Context: an optimization exercise on an open-source flow, tuned for small area, a short achievable clock period and few clock cycles. The choices shown serve that exercise and are no tape-out recipe.
At most, simulation tests tie the RTL to the original design; equivalence was not proved.
Function not checked in run 2: the RTL went through the layout flow alone.

==> flow/design.v (outline; a module is shown in full before it is edited, if it fits) <==
// module tx_path: 94 lines
// module tx_rnd_u: 556 lines
// module tx_rnd_w: 586 lines
// module rx_path: 179 lines
// module rx_sign: 2705 lines
// module dpsk_modem: 51 lines
module dpsk_modem (
  input  logic        clk,
  input  logic        rst_n,
  input  logic        cfg_qpsk,      
  input  logic        cfg_bypass,    
  input  logic        tx_in_valid,
  output logic        tx_in_ready,
  input  logic [7:0]  tx_in_data,
  input  logic        tx_in_last,
  output logic        tx_out_valid,
  input  logic        tx_out_ready,
  output logic [31:0] tx_out_data,
  output logic        tx_out_last,
  input  logic        rx_in_valid,
  output logic        rx_in_ready,
  input  logic [31:0] rx_in_data,
  input  logic        rx_in_last,
  output logic        rx_out_valid,
  input  logic        rx_out_ready,
  output logic [7:0]  rx_out_data,
  output logic        rx_out_last
);
  // ...
==> flow/flow/run.sh <==
#!/bin/bash
set -e
cd "$(dirname "$0")/.."
export SETUP_SLACK_MARGIN=${SETUP_SLACK_MARGIN:-8.0}
bash standard.sh > standard.log 2>&1
==> flow/standard.sh <==
#!/bin/bash
# synth_recipe.tcl (not shown) runs the flow's synth.tcl, then flattens the netlist and writes it again
# the make line also repeats each setting of config.mk as NAME=value (left out here)
make -C /OpenROAD-flow-scripts/flow DESIGN_CONFIG=/design/flow/config.mk WORK_HOME=/design/flow/orfs CLKGATE_MAP_FILE= SYNTH_SCRIPT=/design/flow/synth_recipe.tcl "${@:-finish}"
==> flow/config.mk <==
export PLATFORM = sky130hd
export DESIGN_NAME = dpsk_modem
export DESIGN_NICKNAME = dpsk_modem
export VERILOG_FILES = /design/flow/design.v
export SDC_FILE = /design/flow/constraint.sdc
export NUM_CORES = 4
export LEC_CHECK = 0
export ABC_AREA = 1
export CAP_MARGIN = 20
export CORE_MARGIN = 2
export CORE_UTILIZATION = 40
export SLEW_MARGIN = 20
==> flow/constraint.sdc <==
create_clock -name core_clock -period 14.0 [get_ports {clk}]
set_input_delay 2.8000 -clock core_clock [delete_from_list [all_inputs] [get_ports {clk}]]
set_output_delay 2.8000 -clock core_clock [all_outputs]
set_load 0.01 [all_outputs]
==> results.cfg, run 1 <==
[yosys]
synth_common_cells = inv_1 (1079), fa_1 (713), nand2_1 (606)
synth_area_leaders = fa_1 (33%), xor2_1 (12%), inv_1 (9.4%), ha_1 (7.9%), o22ai_1 (7.1%)
synth_area_um2 = 43000
synth_fa_ha_area_share_pct = 41.1
synth_top_area_share_pct = 33.2
synth.distinct_cells = 61

[worst_setup_path]
cp_top_family = adder cells
slowest_stage = dfstp_2
r2r_slack_ns = 8.02
reg2regPathDepth = 26

[placement]
dp.cells = 6541

[die]
dieHeight_um = 332
top_level_ports = 96

[status]
outcome = finished clean

[final_layout]
seq_share_pct = 8.70
multiInputGateArea_um2 = 34400
n_fill_cell = 10400

[global_route]
met2_usage_pct = 43.4
grt_use_met3_pct = 9.05
grt_pass1_wl_mm = 246
grt_usage_pct = 29.4
grt_pass1_vias = 39000

[detailed_routing]
wl_mm = 166
avgViaCountPerCell = 5.79
drtPass1Iterations = 9

[timing]
slew_headroom_pct = 31.9
fmax_ghz = 0.167

[cts]
cts.clk_slew.worst_paths_ns = 0.11
Testbench counts, summed over its fixed seeds: cycles 2,336.
==> module rx_path, before the edit <==
module rx_path (
  input  logic        clk,
  input  logic        rst_n,
  input  logic        qpsk,          
  input  logic        in_valid,
  output logic        in_ready,
  input  logic [31:0] in_data,
  input  logic        in_last,
  output logic        out_valid,
  input  logic        out_ready,
  output logic [7:0]  out_data,
  output logic        out_last
);
  logic [3:0] K;
  assign K = qpsk ? 4'd2 : 4'd1;
  logic signed [15:0] yI, yQ;
  logic [7:0]         pIn, pIo, pIt, pQn, pQo, pQt;
  logic               nsI, nsQ;      
  logic               v1, l1;
  logic               rdy;
  logic               acc;
  assign in_ready = rdy;
  assign acc      = in_valid & rdy;
  logic [7:0] eIn, eIo, eIt, eQn, eQo, eQt;
  logic [16:0] yIx, yQx;
  assign yIx = {yI, 1'b0};
  assign yQx = {yQ, 1'b0};
  always_comb begin
    for (int i = 0; i < 8; i++) begin
      eIn[i] = yIx[2*i+2];
      eIo[i] = yIx[2*i+1] ^ yIx[2*i];
      eIt[i] = (yIx[2*i+2] & ~yIx[2*i+1] & ~yIx[2*i]) | (~yIx[2*i+2] & yIx[2*i+1] & yIx[2*i]);
      eQn[i] = yQx[2*i+2];
      eQo[i] = yQx[2*i+1] ^ yQx[2*i];
      eQt[i] = (yQx[2*i+2] & ~yQx[2*i+1] & ~yQx[2*i]) | (~yQx[2*i+2] & yQx[2*i+1] & yQx[2*i]);
    end
  end
  logic [7:0] reG, imG;
  logic [7:1] reP, imP;
  logic       reX, imX;
  rx_sign u_sign (
    .yI(yI), .yQ(yQ),
    .pIn(pIn), .pIo(pIo), .pIt(pIt),
    .pQn(pQn), .pQo(pQo), .pQt(pQt),
    .reG(reG), .reP(reP), .reX(reX),
    .imG(imG), .imP(imP), .imX(imX)
  );
  logic y_p1, y_m1, y_pj, y_mj;
  assign y_p1 = (yI ==  16'sd32767) && (yQ == 16'sd0);
  assign y_m1 = (yI == -16'sd32767) && (yQ == 16'sd0);
  assign y_pj = (yI == 16'sd0) && (yQ ==  16'sd32767);
  assign y_mj = (yI == 16'sd0) && (yQ == -16'sd32767);
  logic fast, fb0, fb1;
  always_comb begin
    fast = y_p1 | y_m1 | y_pj | y_mj;
    if (y_p1)      begin fb0 = pIn[7]; fb1 = nsQ;    end
    else if (y_m1) begin fb0 = nsI;    fb1 = pQn[7]; end
    else if (y_pj) begin fb0 = pQn[7]; fb1 = pIn[7]; end
    else           begin fb0 = nsQ;    fb1 = nsI;    end
  end
  logic cre, cim;
  always_comb begin
    cre = reG[0];
    cim = imG[0];
    for (int i = 1; i < 8; i++) begin
      cre = reG[i] | (reP[i] & cre);
      cim = imG[i] | (imP[i] & cim);
    end
  end
  logic b0, b1;
  assign b0 = fast ? fb0 : (reX ^ cre);
  assign b1 = fast ? fb1 : (imX ^ cim);
  logic [7:0] pk;                      
  logic [3:0] fill;                    
  logic       plast;
  logic [7:0] ob;
  logic       obv, oblast;
  assign out_valid = obv;
  assign out_data  = ob;
  assign out_last  = oblast;
  logic [7:0] pk_sh;
  assign pk_sh = qpsk ? {b1, b0, pk[7:2]} : {b0, pk[7:1]};
  logic pend, done;
  assign pend = (fill == 4'd8);
  assign done = v1 & (fill + K == 4'd8);
  logic [3:0] fill_n, fill_w;
  logic       obv_n, obv_w, plast_n, oblast_n, ob_load;
  always_comb begin
    fill_n   = fill;
    obv_n    = obv & ~out_ready;
    plast_n  = plast;
    oblast_n = oblast;
    ob_load  = 1'b0;
    if (pend) begin
      if (~obv | out_ready) begin
        ob_load  = 1'b1;
        obv_n    = 1'b1;
        oblast_n = plast;
        fill_n   = v1 ? K : 4'd0;
        plast_n  = v1 & l1;
      end
    end else if (v1) begin
      if (done) begin
        if (~obv | out_ready) begin
          ob_load  = 1'b1;
          obv_n    = 1'b1;
          oblast_n = plast | l1;
          fill_n   = 4'd0;
          plast_n  = 1'b0;
        end else begin
          fill_n   = 4'd8;
          plast_n  = plast | l1;
        end
      end else begin
        fill_n  = fill + K;
        plast_n = plast | l1;
      end
    end
    fill_w = fill;
    obv_w  = obv;
    if (pend) begin
      if (~obv) begin
        obv_w  = 1'b1;
        fill_w = v1 ? K : 4'd0;
      end
    end else if (v1) begin
      if (done) begin
        if (~obv) begin
          obv_w  = 1'b1;
          fill_w = 4'd0;
        end else begin
          fill_w = 4'd8;
        end
      end else begin
        fill_w = fill + K;
      end
    end
  end
  logic [4:0] occ_w;
  assign occ_w = {1'b0, K} + {1'b0, fill_w} + (obv_w ? 5'd8 : 5'd0);
  always_ff @(posedge clk or negedge rst_n) begin
    if (!rst_n) begin
      pIn    <= 8'h7f;
      pIo    <= 8'h01;
      pIt    <= 8'h80;
      pQn    <= 8'h00;
      pQo    <= 8'h00;
      pQt    <= 8'h00;
      nsI    <= 1'b1;
      nsQ    <= 1'b0;
      v1     <= 1'b0;
      rdy    <= 1'b1;
      fill   <= 4'd0;
      plast  <= 1'b0;
      obv    <= 1'b0;
      oblast <= 1'b0;
    end else begin
      v1 <= acc;
      if (v1) begin
        pIn <= eIn; pIo <= eIo; pIt <= eIt;
        pQn <= eQn; pQo <= eQo; pQt <= eQt;
        nsI <= ((yI != 16'sd0) & ~yI[15]) | (yI == -16'sd32768);
        nsQ <= ((yQ != 16'sd0) & ~yQ[15]) | (yQ == -16'sd32768);
      end
      rdy    <= (occ_w + {1'b0, K}) <= 5'd16;
      fill   <= fill_n;
      plast  <= plast_n;
      obv    <= obv_n;
      oblast <= oblast_n;
    end
  end
  always_ff @(posedge clk) begin
    yI <= in_data[31:16];
    yQ <= in_data[15:0];
    l1 <= in_last;
    if (v1 & ~(pend & obv & ~out_ready)) pk <= pk_sh;
    if (ob_load) ob <= pend ? pk : pk_sh;
  end
endmodule
==> inputs of run 2 (changes only) <==
--- a/flow/design.v
+++ b/flow/design.v
@@ -1268,18 +1268,18 @@
       eIn[i] = yIx[2*i+2];
       eIo[i] = yIx[2*i+1] ^ yIx[2*i];
       eIt[i] = (yIx[2*i+2] & ~yIx[2*i+1] & ~yIx[2*i]) | (~yIx[2*i+2] & yIx[2*i+1] & yIx[2*i]);
       eQn[i] = yQx[2*i+2];
       eQo[i] = yQx[2*i+1] ^ yQx[2*i];
       eQt[i] = (yQx[2*i+2] & ~yQx[2*i+1] & ~yQx[2*i]) | (~yQx[2*i+2] & yQx[2*i+1] & yQx[2*i]);
     end
   end
-  logic [7:0] reG, imG;
-  logic [7:1] reP, imP;
+  logic [3:0] reG, imG;
+  logic [3:1] reP, imP;
   logic       reX, imX;
   rx_sign u_sign (
     .yI(yI), .yQ(yQ),
     .pIn(pIn), .pIo(pIo), .pIt(pIt),
     .pQn(pQn), .pQo(pQo), .pQt(pQt),
     .reG(reG), .reP(reP), .reX(reX),
     .imG(imG), .imP(imP), .imX(imX)
   );
@@ -1291,114 +1291,121 @@
   logic fast, fb0, fb1;
   always_comb begin
     fast = y_p1 | y_m1 | y_pj | y_mj;
     if (y_p1)      begin fb0 = pIn[7]; fb1 = nsQ;    end
     else if (y_m1) begin fb0 = nsI;    fb1 = pQn[7]; end
     else if (y_pj) begin fb0 = pQn[7]; fb1 = pIn[7]; end
     else           begin fb0 = nsQ;    fb1 = nsI;    end
   end
+  logic [3:0] reG2, imG2;
+  logic [3:1] reP2, imP2;
+  logic       reX2, imX2;
+  logic       fast2, fb02, fb12;
+  logic       v2, l2;
   logic cre, cim;
   always_comb begin
-    cre = reG[0];
-    cim = imG[0];
-    for (int i = 1; i < 8; i++) begin
-      cre = reG[i] | (reP[i] & cre);
-      cim = imG[i] | (imP[i] & cim);
+    cre = reG2[0];
+    cim = imG2[0];
+    for (int i = 1; i < 4; i++) begin
+      cre = reG2[i] | (reP2[i] & cre);
+      cim = imG2[i] | (imP2[i] & cim);
     end
   end
   logic b0, b1;
-  assign b0 = fast ? fb0 : (reX ^ cre);
-  assign b1 = fast ? fb1 : (imX ^ cim);
+  assign b0 = fast2 ? fb02 : (reX2 ^ cre);
+  assign b1 = fast2 ? fb12 : (imX2 ^ cim);
   logic [7:0] pk;                      
   logic [3:0] fill;                    
   logic       plast;
   logic [7:0] ob;
   logic       obv, oblast;
   assign out_valid = obv;
   assign out_data  = ob;
   assign out_last  = oblast;
   logic [7:0] pk_sh;
   assign pk_sh = qpsk ? {b1, b0, pk[7:2]} : {b0, pk[7:1]};
   logic pend, done;
   assign pend = (fill == 4'd8);
-  assign done = v1 & (fill + K == 4'd8);
+  assign done = v2 & (fill + K == 4'd8);
   logic [3:0] fill_n, fill_w;
   logic       obv_n, obv_w, plast_n, oblast_n, ob_load;
   always_comb begin
     fill_n   = fill;
     obv_n    = obv & ~out_ready;
     plast_n  = plast;
     oblast_n = oblast;
     ob_load  = 1'b0;
     if (pend) begin
       if (~obv | out_ready) begin
         ob_load  = 1'b1;
         obv_n    = 1'b1;
         oblast_n = plast;
-        fill_n   = v1 ? K : 4'd0;
-        plast_n  = v1 & l1;
+        fill_n   = v2 ? K : 4'd0;
+        plast_n  = v2 & l2;
       end
-    end else if (v1) begin
+    end else if (v2) begin
       if (done) begin
         if (~obv | out_ready) begin
           ob_load  = 1'b1;
           obv_n    = 1'b1;
-          oblast_n = plast | l1;
+          oblast_n = plast | l2;
           fill_n   = 4'd0;
           plast_n  = 1'b0;
         end else begin
           fill_n   = 4'd8;
-          plast_n  = plast | l1;
+          plast_n  = plast | l2;
         end
       end else begin
         fill_n  = fill + K;
-        plast_n = plast | l1;
+        plast_n = plast | l2;
       end
     end
     fill_w = fill;
     obv_w  = obv;
     if (pend) begin
       if (~obv) begin
         obv_w  = 1'b1;
-        fill_w = v1 ? K : 4'd0;
+        fill_w = v2 ? K : 4'd0;
       end
-    end else if (v1) begin
+    end else if (v2) begin
       if (done) begin
         if (~obv) begin
           obv_w  = 1'b1;
           fill_w = 4'd0;
         end else begin
           fill_w = 4'd8;
         end
       end else begin
         fill_w = fill + K;
       end
     end
   end
   logic [4:0] occ_w;
-  assign occ_w = {1'b0, K} + {1'b0, fill_w} + (obv_w ? 5'd8 : 5'd0);
+  assign occ_w = {1'b0, K} + (v1 ? {1'b0, K} : 5'd0) + {1'b0, fill_w} + (obv_w ? 5'd8 : 5'd0);
   always_ff @(posedge clk or negedge rst_n) begin
     if (!rst_n) begin
       pIn    <= 8'h7f;
       pIo    <= 8'h01;
       pIt    <= 8'h80;
       pQn    <= 8'h00;
       pQo    <= 8'h00;
       pQt    <= 8'h00;
       nsI    <= 1'b1;
       nsQ    <= 1'b0;
       v1     <= 1'b0;
+      v2     <= 1'b0;
       rdy    <= 1'b1;
       fill   <= 4'd0;
       plast  <= 1'b0;
       obv    <= 1'b0;
       oblast <= 1'b0;
     end else begin
       v1 <= acc;
+      v2 <= v1;
       if (v1) begin
         pIn <= eIn; pIo <= eIo; pIt <= eIt;
         pQn <= eQn; pQo <= eQo; pQt <= eQt;
         nsI <= ((yI != 16'sd0) & ~yI[15]) | (yI == -16'sd32768);
         nsQ <= ((yQ != 16'sd0) & ~yQ[15]) | (yQ == -16'sd32768);
       end
       rdy    <= (occ_w + {1'b0, K}) <= 5'd16;
       fill   <= fill_n;
@@ -1406,26 +1413,30 @@
       obv    <= obv_n;
       oblast <= oblast_n;
     end
   end
   always_ff @(posedge clk) begin
     yI <= in_data[31:16];
     yQ <= in_data[15:0];
     l1 <= in_last;
-    if (v1 & ~(pend & obv & ~out_ready)) pk <= pk_sh;
+    l2    <= l1;
+    reG2  <= reG;  reP2 <= reP;  reX2 <= reX;
+    imG2  <= imG;  imP2 <= imP;  imX2 <= imX;
+    fast2 <= fast; fb02 <= fb0;  fb12 <= fb1;
+    if (v2 & ~(pend & obv & ~out_ready)) pk <= pk_sh;
     if (ob_load) ob <= pend ? pk : pk_sh;
   end
 endmodule
 module rx_sign (
   input  logic [15:0] yI, yQ,
   input  logic [7:0]  pIn, pIo, pIt,    
   input  logic [7:0]  pQn, pQo, pQt,    
-  output logic [7:0]  reG, imG,         
-  output logic [7:1]  reP, imP,         
+  output logic [3:0]  reG, imG,         
+  output logic [3:1]  reP, imP,         
   output logic        reX, imX           
 );
   wire re0_n0 = pIn[0];
   wire re0_m0_0 = pIo[0] & yI[0];
   wire re0_x0_0 = re0_m0_0 ^ re0_n0;
   wire re0_m0_1 = (pIo[0] & yI[1]) | (pIt[0] & yI[0]);
   wire re0_x0_1 = re0_m0_1 ^ re0_n0;
   wire re0_m0_2 = (pIo[0] & yI[2]) | (pIt[0] & yI[1]);
@@ -2750,31 +2761,23 @@
   assign re_c230 = (re_c174 & re_s201) | (re_c174 & re_c200) | (re_s201 & re_c200);
   wire re_s231, re_c231;
   assign re_s231 = re1_x7_16 ^ re_h22 ^ re_c201;
   assign re_c231 = (re1_x7_16 & re_h22) | (re1_x7_16 & re_c201) | (re_h22 & re_c201);
   wire [31:0] re_a = {re_c231, re_c230, re_c229, re_c228, re_c227, re_c226, re_c225, re_c224, re_c223, re_c222, re_c221, re_c220, re_c219, re_c218, re_c217, re_c216, re_c215, re_c214, re_c213, re_c212, re_c211, re_c210, re_c209, re_c208, re_c207, re_c206, re_c205, re_c204, re_c203, re_c202, re_k23, re_h23};
   wire [31:0] re_b = {re_k22, re_s231, re_s230, re_s229, re_s228, re_s227, re_s226, re_s225, re_s224, re_s223, re_s222, re_s221, re_s220, re_s219, re_s218, re_s217, re_s216, re_s215, re_s214, re_s213, re_s212, re_s211, re_s210, re_s209, re_s208, re_s207, re_s206, re_s205, re_s204, re_s203, re_s202, re1_x0_0};
   wire [30:0] re_g = re_a[30:0] & re_b[30:0];
   wire [30:0] re_p = re_a[30:0] ^ re_b[30:0];
-  assign reG[0] = (re_g[3] | (re_p[3] & (re_g[2] | (re_p[2] & (re_g[1] | (re_p[1] & re_g[0]))))));
-  assign reG[1] = (re_g[7] | (re_p[7] & (re_g[6] | (re_p[6] & (re_g[5] | (re_p[5] & re_g[4]))))));
-  assign reP[1] = re_p[7] & re_p[6] & re_p[5] & re_p[4];
-  assign reG[2] = (re_g[11] | (re_p[11] & (re_g[10] | (re_p[10] & (re_g[9] | (re_p[9] & re_g[8]))))));
-  assign reP[2] = re_p[11] & re_p[10] & re_p[9] & re_p[8];
-  assign reG[3] = (re_g[15] | (re_p[15] & (re_g[14] | (re_p[14] & (re_g[13] | (re_p[13] & re_g[12]))))));
-  assign reP[3] = re_p[15] & re_p[14] & re_p[13] & re_p[12];
-  assign reG[4] = (re_g[19] | (re_p[19] & (re_g[18] | (re_p[18] & (re_g[17] | (re_p[17] & re_g[16]))))));
-  assign reP[4] = re_p[19] & re_p[18] & re_p[17] & re_p[16];
-  assign reG[5] = (re_g[23] | (re_p[23] & (re_g[22] | (re_p[22] & (re_g[21] | (re_p[21] & re_g[20]))))));
-  assign reP[5] = re_p[23] & re_p[22] & re_p[21] & re_p[20];
-  assign reG[6] = (re_g[27] | (re_p[27] & (re_g[26] | (re_p[26] & (re_g[25] | (re_p[25] & re_g[24]))))));
-  assign reP[6] = re_p[27] & re_p[26] & re_p[25] & re_p[24];
-  assign reG[7] = (re_g[30] | (re_p[30] & (re_g[29] | (re_p[29] & re_g[28]))));
-  assign reP[7] = re_p[30] & re_p[29] & re_p[28];
+  assign reG[0] = (re_g[7] | (re_p[7] & (re_g[6] | (re_p[6] & (re_g[5] | (re_p[5] & (re_g[4] | (re_p[4] & (re_g[3] | (re_p[3] & (re_g[2] | (re_p[2] & (re_g[1] | (re_p[1] & re_g[0]))))))))))))));
+  assign reG[1] = (re_g[15] | (re_p[15] & (re_g[14] | (re_p[14] & (re_g[13] | (re_p[13] & (re_g[12] | (re_p[12] & (re_g[11] | (re_p[11] & (re_g[10] | (re_p[10] & (re_g[9] | (re_p[9] & re_g[8]))))))))))))));
+  assign reP[1] = re_p[15] & re_p[14] & re_p[13] & re_p[12] & re_p[11] & re_p[10] & re_p[9] & re_p[8];
+  assign reG[2] = (re_g[23] | (re_p[23] & (re_g[22] | (re_p[22] & (re_g[21] | (re_p[21] & (re_g[20] | (re_p[20] & (re_g[19] | (re_p[19] & (re_g[18] | (re_p[18] & (re_g[17] | (re_p[17] & re_g[16]))))))))))))));
+  assign reP[2] = re_p[23] & re_p[22] & re_p[21] & re_p[20] & re_p[19] & re_p[18] & re_p[17] & re_p[16];
+  assign reG[3] = (re_g[30] | (re_p[30] & (re_g[29] | (re_p[29] & (re_g[28] | (re_p[28] & (re_g[27] | (re_p[27] & (re_g[26] | (re_p[26] & (re_g[25] | (re_p[25] & re_g[24]))))))))))));
+  assign reP[3] = re_p[30] & re_p[29] & re_p[28] & re_p[27] & re_p[26] & re_p[25] & re_p[24];
   assign reX = re_a[31] ^ re_b[31];
   wire im0_n0 = pIn[0];
   wire im0_m0_0 = pIo[0] & yQ[0];
   wire im0_x0_0 = im0_m0_0 ^ im0_n0;
   wire im0_m0_1 = (pIo[0] & yQ[1]) | (pIt[0] & yQ[0]);
   wire im0_x0_1 = im0_m0_1 ^ im0_n0;
   wire im0_m0_2 = (pIo[0] & yQ[2]) | (pIt[0] & yQ[1]);
   wire im0_x0_2 = im0_m0_2 ^ im0_n0;
@@ -4098,31 +4101,23 @@
   assign im_c230 = (im_c174 & im_s201) | (im_c174 & im_c200) | (im_s201 & im_c200);
   wire im_s231, im_c231;
   assign im_s231 = im1_x7_16 ^ im_h22 ^ im_c201;
   assign im_c231 = (im1_x7_16 & im_h22) | (im1_x7_16 & im_c201) | (im_h22 & im_c201);
   wire [31:0] im_a = {im_c231, im_c230, im_c229, im_c228, im_c227, im_c226, im_c225, im_c224, im_c223, im_c222, im_c221, im_c220, im_c219, im_c218, im_c217, im_c216, im_c215, im_c214, im_c213, im_c212, im_c211, im_c210, im_c209, im_c208, im_c207, im_c206, im_c205, im_c204, im_c203, im_c202, im_k23, im_h23};
   wire [31:0] im_b = {im_k22, im_s231, im_s230, im_s229, im_s228, im_s227, im_s226, im_s225, im_s224, im_s223, im_s222, im_s221, im_s220, im_s219, im_s218, im_s217, im_s216, im_s215, im_s214, im_s213, im_s212, im_s211, im_s210, im_s209, im_s208, im_s207, im_s206, im_s205, im_s204, im_s203, im_s202, im1_x0_0};
   wire [30:0] im_g = im_a[30:0] & im_b[30:0];
   wire [30:0] im_p = im_a[30:0] ^ im_b[30:0];
-  assign imG[0] = (im_g[3] | (im_p[3] & (im_g[2] | (im_p[2] & (im_g[1] | (im_p[1] & im_g[0]))))));
-  assign imG[1] = (im_g[7] | (im_p[7] & (im_g[6] | (im_p[6] & (im_g[5] | (im_p[5] & im_g[4]))))));
-  assign imP[1] = im_p[7] & im_p[6] & im_p[5] & im_p[4];
-  assign imG[2] = (im_g[11] | (im_p[11] & (im_g[10] | (im_p[10] & (im_g[9] | (im_p[9] & im_g[8]))))));
-  assign imP[2] = im_p[11] & im_p[10] & im_p[9] & im_p[8];
-  assign imG[3] = (im_g[15] | (im_p[15] & (im_g[14] | (im_p[14] & (im_g[13] | (im_p[13] & im_g[12]))))));
-  assign imP[3] = im_p[15] & im_p[14] & im_p[13] & im_p[12];
-  assign imG[4] = (im_g[19] | (im_p[19] & (im_g[18] | (im_p[18] & (im_g[17] | (im_p[17] & im_g[16]))))));
-  assign imP[4] = im_p[19] & im_p[18] & im_p[17] & im_p[16];
-  assign imG[5] = (im_g[23] | (im_p[23] & (im_g[22] | (im_p[22] & (im_g[21] | (im_p[21] & im_g[20]))))));
-  assign imP[5] = im_p[23] & im_p[22] & im_p[21] & im_p[20];
-  assign imG[6] = (im_g[27] | (im_p[27] & (im_g[26] | (im_p[26] & (im_g[25] | (im_p[25] & im_g[24]))))));
-  assign imP[6] = im_p[27] & im_p[26] & im_p[25] & im_p[24];
-  assign imG[7] = (im_g[30] | (im_p[30] & (im_g[29] | (im_p[29] & im_g[28]))));
-  assign imP[7] = im_p[30] & im_p[29] & im_p[28];
+  assign imG[0] = (im_g[7] | (im_p[7] & (im_g[6] | (im_p[6] & (im_g[5] | (im_p[5] & (im_g[4] | (im_p[4] & (im_g[3] | (im_p[3] & (im_g[2] | (im_p[2] & (im_g[1] | (im_p[1] & im_g[0]))))))))))))));
+  assign imG[1] = (im_g[15] | (im_p[15] & (im_g[14] | (im_p[14] & (im_g[13] | (im_p[13] & (im_g[12] | (im_p[12] & (im_g[11] | (im_p[11] & (im_g[10] | (im_p[10] & (im_g[9] | (im_p[9] & im_g[8]))))))))))))));
+  assign imP[1] = im_p[15] & im_p[14] & im_p[13] & im_p[12] & im_p[11] & im_p[10] & im_p[9] & im_p[8];
+  assign imG[2] = (im_g[23] | (im_p[23] & (im_g[22] | (im_p[22] & (im_g[21] | (im_p[21] & (im_g[20] | (im_p[20] & (im_g[19] | (im_p[19] & (im_g[18] | (im_p[18] & (im_g[17] | (im_p[17] & im_g[16]))))))))))))));
+  assign imP[2] = im_p[23] & im_p[22] & im_p[21] & im_p[20] & im_p[19] & im_p[18] & im_p[17] & im_p[16];
+  assign imG[3] = (im_g[30] | (im_p[30] & (im_g[29] | (im_p[29] & (im_g[28] | (im_p[28] & (im_g[27] | (im_p[27] & (im_g[26] | (im_p[26] & (im_g[25] | (im_p[25] & im_g[24]))))))))))));
+  assign imP[3] = im_p[30] & im_p[29] & im_p[28] & im_p[27] & im_p[26] & im_p[25] & im_p[24];
   assign imX = im_a[31] ^ im_b[31];
 endmodule
 `timescale 1ns/1ps
 module dpsk_modem (
   input  logic        clk,
   input  logic        rst_n,
   input  logic        cfg_qpsk,      
   input  logic        cfg_bypass,    
==> flow/flow/run.sh (replaced) <==
#!/bin/bash
set -e
cd "$(dirname "$0")/.."
export SETUP_SLACK_MARGIN=${SETUP_SLACK_MARGIN:-7.5}
bash standard.sh > standard.log 2>&1
==> flow/config.mk (replaced) <==
export PLATFORM = sky130hd
export DESIGN_NAME = dpsk_modem
export DESIGN_NICKNAME = dpsk_modem
export VERILOG_FILES = /design/flow/design.v
export SDC_FILE = /design/flow/constraint.sdc
export NUM_CORES = 4
export LEC_CHECK = 0
export CAP_MARGIN = 20
export CORE_MARGIN = 2
export CORE_UTILIZATION = 40
export SLEW_MARGIN = 20
==> run 2 against run 1 <==
Still clean on timing, DRC and antenna. Register-to-register slack got worse by 0.73 ns. Flip-flop and latch count rose by 21. Critical endpoint is now u_tx.pI[14].
==> results.cfg, run 2 <==
[yosys]
synth_seq_cells = 187
synth_most_common_cell = inv_1
syn_avg_cell_area_um2 = 8.97
syn_inst = 4921
synth_enable_flop_cells = 32
synth_area_leaders = fa_1 (32%), xnor2_1 (11%), a22oi_1 (8.2%), ha_1 (7.8%), inv_1 (7.6%)
synth.distinct_cells = 102
synth_common_cells = inv_1 (891), fa_1 (714), xnor2_1 (546)
async_flop_share_pct = 54.0
synth_area_um2 = 44100
synth_top_cell_by_area = fa_1
syn_nets = 5960
ys.flop_type = dfrtp_1
synth_top_area_share_pct = 32.4
yosys_warnings = 5
seq_area_frac_synth_pct = 10.4

[cts]
clk_latency_ns = 0.54
holdBufCountCts = 0
clock_path_buffers = 2
root_buffer = clkbuf_16
numCtsBuffers = 17
htree_levels = 4
cts.clk_slew.worst_paths_ns = 0.10
numClockSinks = 187
cts_tree = yes

[final_layout]
seq_area_um2 = 4680
area_growth_pct = 9.69
post-route-util_pct = 44.3
n_fill_cell = 10800
layout-drive-gt1-share_pct = 9.43
nNetsFinal = 5903
multiInputGateArea_um2 = 35300
mostFrequentLayoutCells = inv_1 (863), fa_1 (708), xnor2_1 (540)
mostFrequentLayoutCell = inv_1

[die]
rows = 121
start_util_pct = 40.4
core_area_um2 = 109000
die-area_um2 = 113000
top_level_ports = 96
dieHeight_um = 336
die_x_um = 336

[detailed_routing]
vias = 37800
wl_mm = 162
wl_per_cell_um = 25.5
antenna_left = 0
avgViaCountPerCell = 5.95
drt_iter0_drc = 4171
drtPass1Iterations = 8
route.detailed.drc = 0

[timing]
fmax_ghz = 0.149
post-route-period-util_pct = 47.9
fin_crit_ns = 6.71
worstMarginPinSlew_ns = 1.15
hold_violations = 0
skew_ns = 0.0283
rsz0062_at_grt = true
finalSetupViolCount = 0
slew_viol_final = 0
setup-tns-final_ns = 0
slew_headroom_pct = 22.7

[global_route]
grt_pass1_wl_mm = 245
grt-ovfl-total = 0
grt_usage_pct = 28.9
antenna_found_initial = 3
grt_max_degree = 94
grt_pass1_vias = 38900

[worst_setup_path]
cp_max_fo = 3
cp-end-kind = flop
worstSetupPathType = reg -> reg
cp-start-kind = flop
cp.required_ns = 14.47
arrival_ns = 7.18

[status]
outcome = finished clean

[placement]
gp_congestion = 0.980
hpwl_mm = 110
portBuffers = 95

[run]
maxCapViolations = 0

[worst_hold_path]
holdCritPathClass = reg -> reg
[run 2: cell types whose count changed after synthesis, sizes merged, moves of 40 or more]
| cell | before | now |
|---|---|---|
| nand3 | 187 | 41 |
| a22oi | 1 | 484 |
| nor2b | 0 | 48 |
| xnor2 | 16 | 546 |
| inv | 1106 | 903 |
| o22ai | 492 | 17 |
| clkbuf | 205 | 245 |
| nand2 | 633 | 167 |
| xor2 | 574 | 61 |
[run 2: final timing paths]
path / startpoint / to / slack [ns] / cells after the start
max in group asynchronous: rst_n / u_tx.pQ[15] / 10.20 / 2
worst max-delay path: u_tx.pI[5] / u_tx.pI[14] / 7.29 / 25
worst min register to register: u_rx.l1 / u_rx.l2 / 0.33 / 0
min in group asynchronous: rst_n / u_tx.nlast / 2.28 / 1
worst min-delay path: u_rx.l1 / u_rx.l2 / 0.33 / 0
worst max register to register: u_tx.pI[5] / u_tx.pI[14] / 7.29 / 25
[run 2: layout make-up]
cell class,count,area share [%]
antenna,2,0.0103
inverter,908,7.24
clock buffer,17,0.879
timing repair buffer,289,4.98
sequential,187,9.68
tap,1476,3.82
multi-input combinational,3461,72.9
clock inverter,15,0.473
[run 2: logic make-up after synthesis]
kind of cell | after synthesis | synth area share, %
and+or+nand+nor | 716 | 8.05
muxes | 36 | 0.899
DFF | 187 | 10.4
xor gates and xnor gates | 607 | 12.0
AOI/OAI and AO/OA | 1113 | 17.5
buffers and inverters | 1273 | 10.9
adders and majority gates | 989 | 40.2
[run 2: worst max-delay path, stage by stage, from the launching register on]
cell and delay [ns]:
dfstp_4 0.69, clkinvlp_4 0.18, buf_6 0.16, fa_1 0.49, inv_1 0.04, fa_1 0.52, inv_1 0.07, fa_2 0.33
inv_2 0.06, fa_1 0.42, inv_2 0.07, fa_1 0.42, inv_2 0.08, ha_4 0.20, ha_4 0.24, a21o_1 0.17
a221o_1 0.32, a21o_1 0.21, or3_4 0.41, o221ai_4 0.26, a21oi_2 0.10, xnor2_1 0.23, and2_4 0.19, nor3_1 0.05
or4b_1 0.57, a21oi_2 0.17
[run 2: per-stage QoR]
| step | cells | instance area, um2 | hold slack, ns | setup slack (ns) |
|---|---|---|---|---|
| 2_1_floorplan | 4921 | 44100 | 0.310 | 7.51 |
| 3_3_place_gp | 6234 | 46300 | 0.313 | 6.33 |
| 3_5_place_dp | 6234 | 46300 | 0.313 | 6.31 |
| 4_1_cts | 6337 | 48000 | 0.333 | 7.33 |
| 5_1_grt | 6353 | 48400 | 0.347 | 7.10 |
| 6_report | 6355 | 48400 | 0.330 | 7.29 |
[run 2: metal layers]
layer,wire length (um),vias up,GRT usage [%]
met5,20,-,0
met4,6000,2,10.3
met3,18500,412,7.79
met2,71400,2366,44.0
met1,66000,19100,39.3
li1,-,16000,-
[run 2: timing repair]
item	CTS	global route
gates cloned	0	0
buffers inserted	71	16
pin swaps	21	29
resized for setup	104	71
endpoints found under the setup margin	32	34
hold endpoints to repair	0	0

[static timing again, ports no longer ideal]
Ports are ideal in the flow. The routed layouts listed here were re-timed in OpenROAD.
Step 1, drivers: a clkbuf_16 drives clk and a buf_2 each remaining input, both assumed.
Step 2 times the ports against the registers' clock, not the clock port: input delays grow and output delays shrink by t, the midpoint of the rising clock arrivals with the driver on.
Slacks: no drivers / after step 1 / after step 2; pairs: no drivers / after step 1.
run | t, ns | setup WS [ns] | worst hold slack (ns)
run 1 | 0.537 | 8.016 / 8.016 / 8.016 | 0.477 / 0.477 / 0.477
run 2 | 0.591 | 7.288 / 7.288 / 7.288 | 0.330 / 0.330 / 0.330
After both steps setup and hold are still met in every run listed.
